From an optimization exercise on the open Yosys and OpenROAD flow, aimed at small area; shortcuts taken in it are not production practice. Only simulation tests tie the RTL to the original design; equivalence was not proved. No activity file was given, so power comes from the tool's default toggle rates.

[flow/run.sh]
#!/bin/bash
# synth_recipe.tcl (not shown) runs the flow's synth.tcl, then flattens the netlist and writes it again
# the make line also repeats each setting of config.mk as NAME=value (left out here)
make -C /OpenROAD-flow-scripts/flow DESIGN_CONFIG=/design/flow/config.mk WORK_HOME=/design/flow/orfs CLKGATE_MAP_FILE= SYNTH_SCRIPT=/design/flow/synth_recipe.tcl finish
[flow/config.mk]
export PLATFORM = sky130hd
export DESIGN_NAME = avalon_wrappers
export DESIGN_NICKNAME = avalon_wrappers
export VERILOG_FILES = /design/flow/design.v
export SDC_FILE = /design/flow/constraint.sdc
export NUM_CORES = 4
export LEC_CHECK = 0
export CAP_MARGIN = 20
export CORE_MARGIN = 2
export CORE_UTILIZATION = 40
export SLEW_MARGIN = 20
[flow/constraint.sdc]
create_clock -name core_clock -period 6.0 [get_ports {csi_clk}]
set_input_delay 1.2000 -clock core_clock [delete_from_list [all_inputs] [get_ports {csi_clk}]]
set_output_delay 1.2000 -clock core_clock [all_outputs]
set_load 0.01 [all_outputs]
[flow/design.v]
module PWM (input wire [31:0] pulse_width, input wire [31:0] pulse_period, input wire clk, input wire rst_n, output wire pwm_out );
reg d, q;
reg [31:0] count_q,count_d;
wire rst;
assign rst = ~rst_n;
always @ (*)
begin
	count_d = count_q + 1'b1; 
	if (count_q > pulse_period)
		count_d = 0;
	d = (count_d< pulse_width)?1'b1:1'b0;
end
always @ (posedge clk)
begin
	if (rst) 
	begin
		count_q <= 32'b0;
	end 
	else 
	begin
		count_q <= count_d;
	end
	q<=d;
end
assign pwm_out = q;
endmodule
module avalon_wrappers(
	input wire csi_clk,
	input wire rsi_rst_n,
	input wire avs_s0_read,
	input wire avs_s0_write,
	input wire avs_s0_chip_select,
	input wire [3:0] avs_s0_byteenable,
	input wire [31:0] avs_s0_writedata,
	input wire [1:0] avs_s0_address, 
	output wire [31:0] avs_s0_readdata, 
	output coe_pwm_out);
	reg[31:0] pulse_width;
	wire load_pulse_width;
	wire[3:0] load_pulse_width_lanes;
	reg[31:0] period;
	wire load_period;
	wire[3:0] load_period_lanes;
	reg [31:0] enable;
	wire load_enable;
	wire read_pulse_width, read_period, read_enable;
	reg [31:0] read_data;
	wire pwm_out;
	PWM pwm_core0(
		.clk (csi_clk),
		.rst_n (rsi_rst_n),
		.pulse_period (period),
		.pulse_width (pulse_width),
		.pwm_out (pwm_out)
		);
	assign coe_pwm_out = pwm_out & enable[0];
	assign avs_s0_readdata = read_data;
	assign load_pulse_width = avs_s0_chip_select & avs_s0_write & (avs_s0_address == 0);
	assign load_pulse_width_lanes = avs_s0_byteenable;
	assign load_period = avs_s0_chip_select & avs_s0_write & (avs_s0_address == 1);
	assign load_period_lanes = avs_s0_byteenable;
	assign load_enable = avs_s0_chip_select & avs_s0_write & (avs_s0_address ==2);
	assign read_pulse_width = avs_s0_chip_select & avs_s0_read & (avs_s0_address == 0);
	assign read_period = avs_s0_chip_select & avs_s0_read & (avs_s0_address == 1);
	assign read_enable = avs_s0_chip_select & avs_s0_read & (avs_s0_address == 2);
	always @(posedge csi_clk or negedge rsi_rst_n)
	begin
		if (rsi_rst_n == 0)
		begin	
			pulse_width <= 250000;
			period <=500000;
			enable <= 1;
		end
		else
		begin
			if (load_pulse_width == 1)
			begin
				if (avs_s0_byteenable[0] == 1)
				begin
					pulse_width[7:0] <= avs_s0_writedata[7:0];
				end
				if (avs_s0_byteenable[1] == 1)
				begin
					pulse_width[15:8] <= avs_s0_writedata[15:8];
				end
				if (avs_s0_byteenable[2] == 1)
				begin
					pulse_width[23:16] <= avs_s0_writedata[23:16];
				end
				if (avs_s0_byteenable[3] == 1)
				begin
					pulse_width[31:24] <= avs_s0_writedata[31:24];
				end
			end
			if (load_period == 1) 
			begin
				if (avs_s0_byteenable[0] == 1)
				begin
					period[7:0] <= avs_s0_writedata[7:0];
				end
				if (avs_s0_byteenable[1] == 1)
				begin
					period[15:8] <= avs_s0_writedata[15:8];
				end
				if (avs_s0_byteenable[2] == 1)
				begin
					period[23:16] <= avs_s0_writedata[23:16];
				end
				if (avs_s0_byteenable[3] == 1)
				begin
					period[31:24] <= avs_s0_writedata[31:24];
				end
			end
			if (load_enable == 1)
			begin
				if (avs_s0_byteenable[0] == 1)
				begin
					enable[0] <= avs_s0_writedata[0];
				end
			end
		end  
	end  
	always @(posedge csi_clk)
	begin
		if (read_pulse_width == 1)
		begin
			read_data <= pulse_width;
		end
		if (read_period == 1)
		begin
			read_data <= period;
		end
		if (read_enable == 1)
		begin
			read_data <= enable;
		end
	end
endmodule
==> results.yml <==
die:
  die_h_um: 137
  die_area_mm2: 0.0187
  fp.dieW_um: 137
  num_io_pins: 76
  placement_rows: 48
  core_area_mm2: 0.0173
  start_util_pct: 40.9
yosys:
  synth.distinct_cells: 46
  synth_seq_cells: 130
  syn_area_per_cell_um2: 9.97
  synth_edf_count: 32
  syn_nets: 816
  yosys_warnings: 2
  async_reset_ff_share_pct: 50.0
  yosysSeqAreaShare_pct: 46.2
  netlist_area_mm2: 0.00707
  synthFlopType: "dfrtp_1"
  postSynthCellCount: 709
sta:
  report.final.hold_viol_count: 0
  final.period_utilization_pct: 70.8
  fin_tns_setup_ns: 0
  fin_crit_ns: 4.25
  rsz0062_at_grt: "no"
  finClkSkew_ns: 0.00692
  clock.fmax_ghz: 0.235
  max_slew_margin_pct: 37.0
  setup_viol: 0
  drv_slew: 0
  worst_slack_ns: 1.75
  tightestPinTransition_ns: 0.941
final_layout:
  drive_gt1_share_pct: 18.1
  multiInputGateArea_mm2: 0.00348
  nets: 893
  areaGrowthSynthToFinish_pct: 21.8
  diodes: 0
  final_cell_area_mm2: 0.00861
  seqCellArea_mm2: 0.00327
  num-fill-cells: 1582
  final_cells: 1024
global_route:
  antenna_found_initial: 0
  gr-usage-met2_pct: 33.2
  overflow: 0
  grt_pass1_vias: 5420
  grt-busiest-layer: "met2"
  grtUsageMet3_pct: 4.59
  grt_usage_pct: 19.5
  grt_max_degree: 66
  grt_pass1_wl_um: 27900
  grt.met1_usage_pct: 24.7
worst_setup_path:
  crit_slowest_cell: "or2_2"
  end_kind: "flip-flop"
  arrival_ns: 4.61
  setup.worst_path.class: "reg2reg"
  worstPathCellList: "inv_1, ha_1, a21o_1, a221o_1, a221oi_2, a22oi_1, or2_2, nor2_1, ha_1, a21o_1, a21o_1, a221oi_1, o21ai_0, a211oi_1, o41a_1"
  r2r_start: "period[17]"
  crit_path_start: "period[17]"
  crit_fanout: 32
  worstSetupEndpoint: "pwm_core0.q"
  slowest_delay_ns: 0.57
  r2r_end: "pwm_core0.q"
  r2r_slack_ns: 1.75
  reg2reg_depth: 15
  cp.required_ns: 6.36
  start_kind: "flip-flop"
  timing.critical_path.mode_cell: "a21o_1"
detailed_routing:
  routedWlPerCell_um: 16.6
  drt_iter0_markers: 263
  wirelength_um: 17000
  dr.pass1.iters: 4
  vias_per_cell: 5.12
  antenna_left: 0
  num_vias: 5239
  drc: 0
flow_run:
  drv_cap: 0
power:
  power_density_mw_per_mm2: 304
  max-vdd-ir-drop_uv: 218
  report.power.total_w: 0.00262
  p_leak_nw: 3.73
clock_tree:
  root_buffer: "clkbuf_16"
  cts_sinks: 130
  insertion_delay_ns: 0.42
  hold_buffers: 0
  cts_resized: 0
  post_cts_buffers: 0
  cts_tree: "yes"
  cts_max_level: 4
  clkTransAtPathRegs_ns: 0.06
  cts_inserted_buffers: 17
  clock_path_buffers: 2
place:
  place_area_mm2: 0.00804
  dpl_worst_slack_ns: 1.49
  place_congestion: 0.872
  dp_cells: 992
  hpwlAfterDp_um: 12300
  numPortBuffers: 75
outcome:
  status: "timing/DRC/antenna clean"
hold_path:
  hold_depth: 1
  hold_class: "reg2reg"
==> per-layer routing <==
layer,wire [um],share of wire [%]
met5,0,0
met4,204,1.2
met3,674,4.0
met2,8490,50
met1,7630,45
==> cells in the mapped netlist (2+ instances only) <==
| library cell | instances | area [um^2] |
|---|---|---|
| nand2_1 | 104 | 390 |
| inv_1 | 66 | 248 |
| ha_1 | 64 | 801 |
| mux2_2 | 58 | 653 |
| a21oi_1 | 57 | 285 |
| dfrtp_1 | 50 | 1250 |
| nor2_1 | 46 | 173 |
| dfxtp_1 | 33 | 661 |
| edfxtp_1 | 32 | 961 |
| nor2_2 | 30 | 188 |
| xor2_1 | 23 | 201 |
| o21ai_0 | 21 | 105 |
| nand4_1 | 17 | 106 |
| dfstp_2 | 15 | 394 |
| clkbuf_1 | 13 | 48.8 |
| nand3_1 | 12 | 60.1 |
| a21o_1 | 7 | 52.6 |
| and4_1 | 7 | 61.3 |
| xnor2_1 | 7 | 61.3 |
| nor3_1 | 5 | 25.0 |
| buf_2 | 4 | 20.0 |
| nand2b_1 | 4 | 25.0 |
| nor4_1 | 4 | 25.0 |
| and2_1 | 3 | 18.8 |
| buf_6 | 3 | 33.8 |
| nor2b_1 | 3 | 18.8 |
| and3_1 | 2 | 12.5 |
==> logic make-up after synthesis <==
family | after synthesis | synth area share [%]
simple gates | 245 | 16.7
flops | 130 | 46.2
compound gates | 95 | 7.63
buf+inv | 86 | 4.96
fa+ha+maj | 64 | 11.3
mux | 59 | 9.38
xor+xnor | 30 | 3.72
==> flip-flops by register name, indices dropped and copies added, names as in the netlist <==
signal	cells
enable	1
read_data	32
pwm_core0.q	1
pwm_core0.count_q	32
period	32
pulse_width	32
==> worst max-delay path, delay by kind of cell (launching register included) <==
kind | cells | cell delay (ns)
adders and majority gates | 2 | 0.58
DFF | 1 | 0.54
buffers and inverters | 1 | 0.05
AOI/OAI and AO/OA | 10 | 2.24
and+or+nand+nor | 2 | 0.77
==> worst min path at each step <==
| stage | from | endpoint | slack [ns] |
|---|---|---|---|
| final | pwm_core0.count_q[0] | pwm_core0.count_q[0] | 0.48 |
| after global placement | pwm_core0.count_q[0] | pwm_core0.count_q[0] | 0.46 |
| after global routing | pwm_core0.count_q[0] | pwm_core0.count_q[0] | 0.54 |
| after floorplan | pwm_core0.count_q[0] | pwm_core0.count_q[0] | 0.44 |
| after CTS | pwm_core0.count_q[0] | pwm_core0.count_q[0] | 0.49 |
| after detailed placement | pwm_core0.count_q[0] | pwm_core0.count_q[0] | 0.48 |
==> layout make-up <==
cell class	count	area share, %
multi-input combinational	493	40.4
sequential	130	37.9
timing repair buffer	78	8.92
clock buffer	18	4.98
tap	225	3.27
inverter	66	2.88
clock inverter	14	1.64
==> layout by cell type, fill, tap and decap left out, types with 12 or more instances in the layout <==
master and count:
inv_1 66, nand2_1 104, a21oi_1 56, dfstp_2 15, xor2_1 23, nor2_1 44
dfxtp_1 33, nand3_1 12, o21ai_0 21, nor2_2 30, edfxtp_1 32, clkdlybuf4s50_1 74
dfrtp_1 50, ha_1 64, mux2_2 58, clkbuf_16 17, nand4_1 17
==> metrics by stage <==
stage | utilization, % | hold slack, ns
2_1_floorplan | - | 0.437
3_3_place_gp | 46.5 | 0.464
3_5_place_dp | 46.5 | 0.479
4_1_cts | 49.8 | 0.493
5_1_grt | 49.8 | 0.542
6_report | 49.8 | 0.484
==> power by group <==
part / leakage [nW] / total (W) / internal, W / switching (W)
sequential: 1.34 / 0.00114 / 0.00106 / 0.0000858
combinational: 2.12 / 0.000471 / 0.000227 / 0.000244
clock: 0.273 / 0.00101 / 0.000608 / 0.000398
total: 3.73 / 0.00262 / 0.00189 / 0.000727

-- re-timing with driven ports --
The results above use ideal ports. As a check the final layout listed here was re-extracted and re-timed, cells and wires unchanged. Step 1 sets driving cells, clkbuf_16 on the clock port and buf_2 on the other inputs (assumed; they add their load-dependent delay and slew). Step 2 also shifts input and output timing later by t, the mid clock arrival at the registers, as if the neighbouring blocks saw the same clock. Three values: ideal, step 1, step 2; two values: the first two.
t (ns): 0.461
slack for setup (ns): 1.753 / 1.753 / 1.753
worst hold slack (ns): 0.484 / 0.484 / 0.484
worst register clock-pin slew, ns: 0.06 / 0.06
worst data-port slew with drivers (ns): 0.04
After both steps setup and hold are still met in this run. The setup slack of this run moves by 0.000 ns with the drivers and by 0.000 ns with both steps.
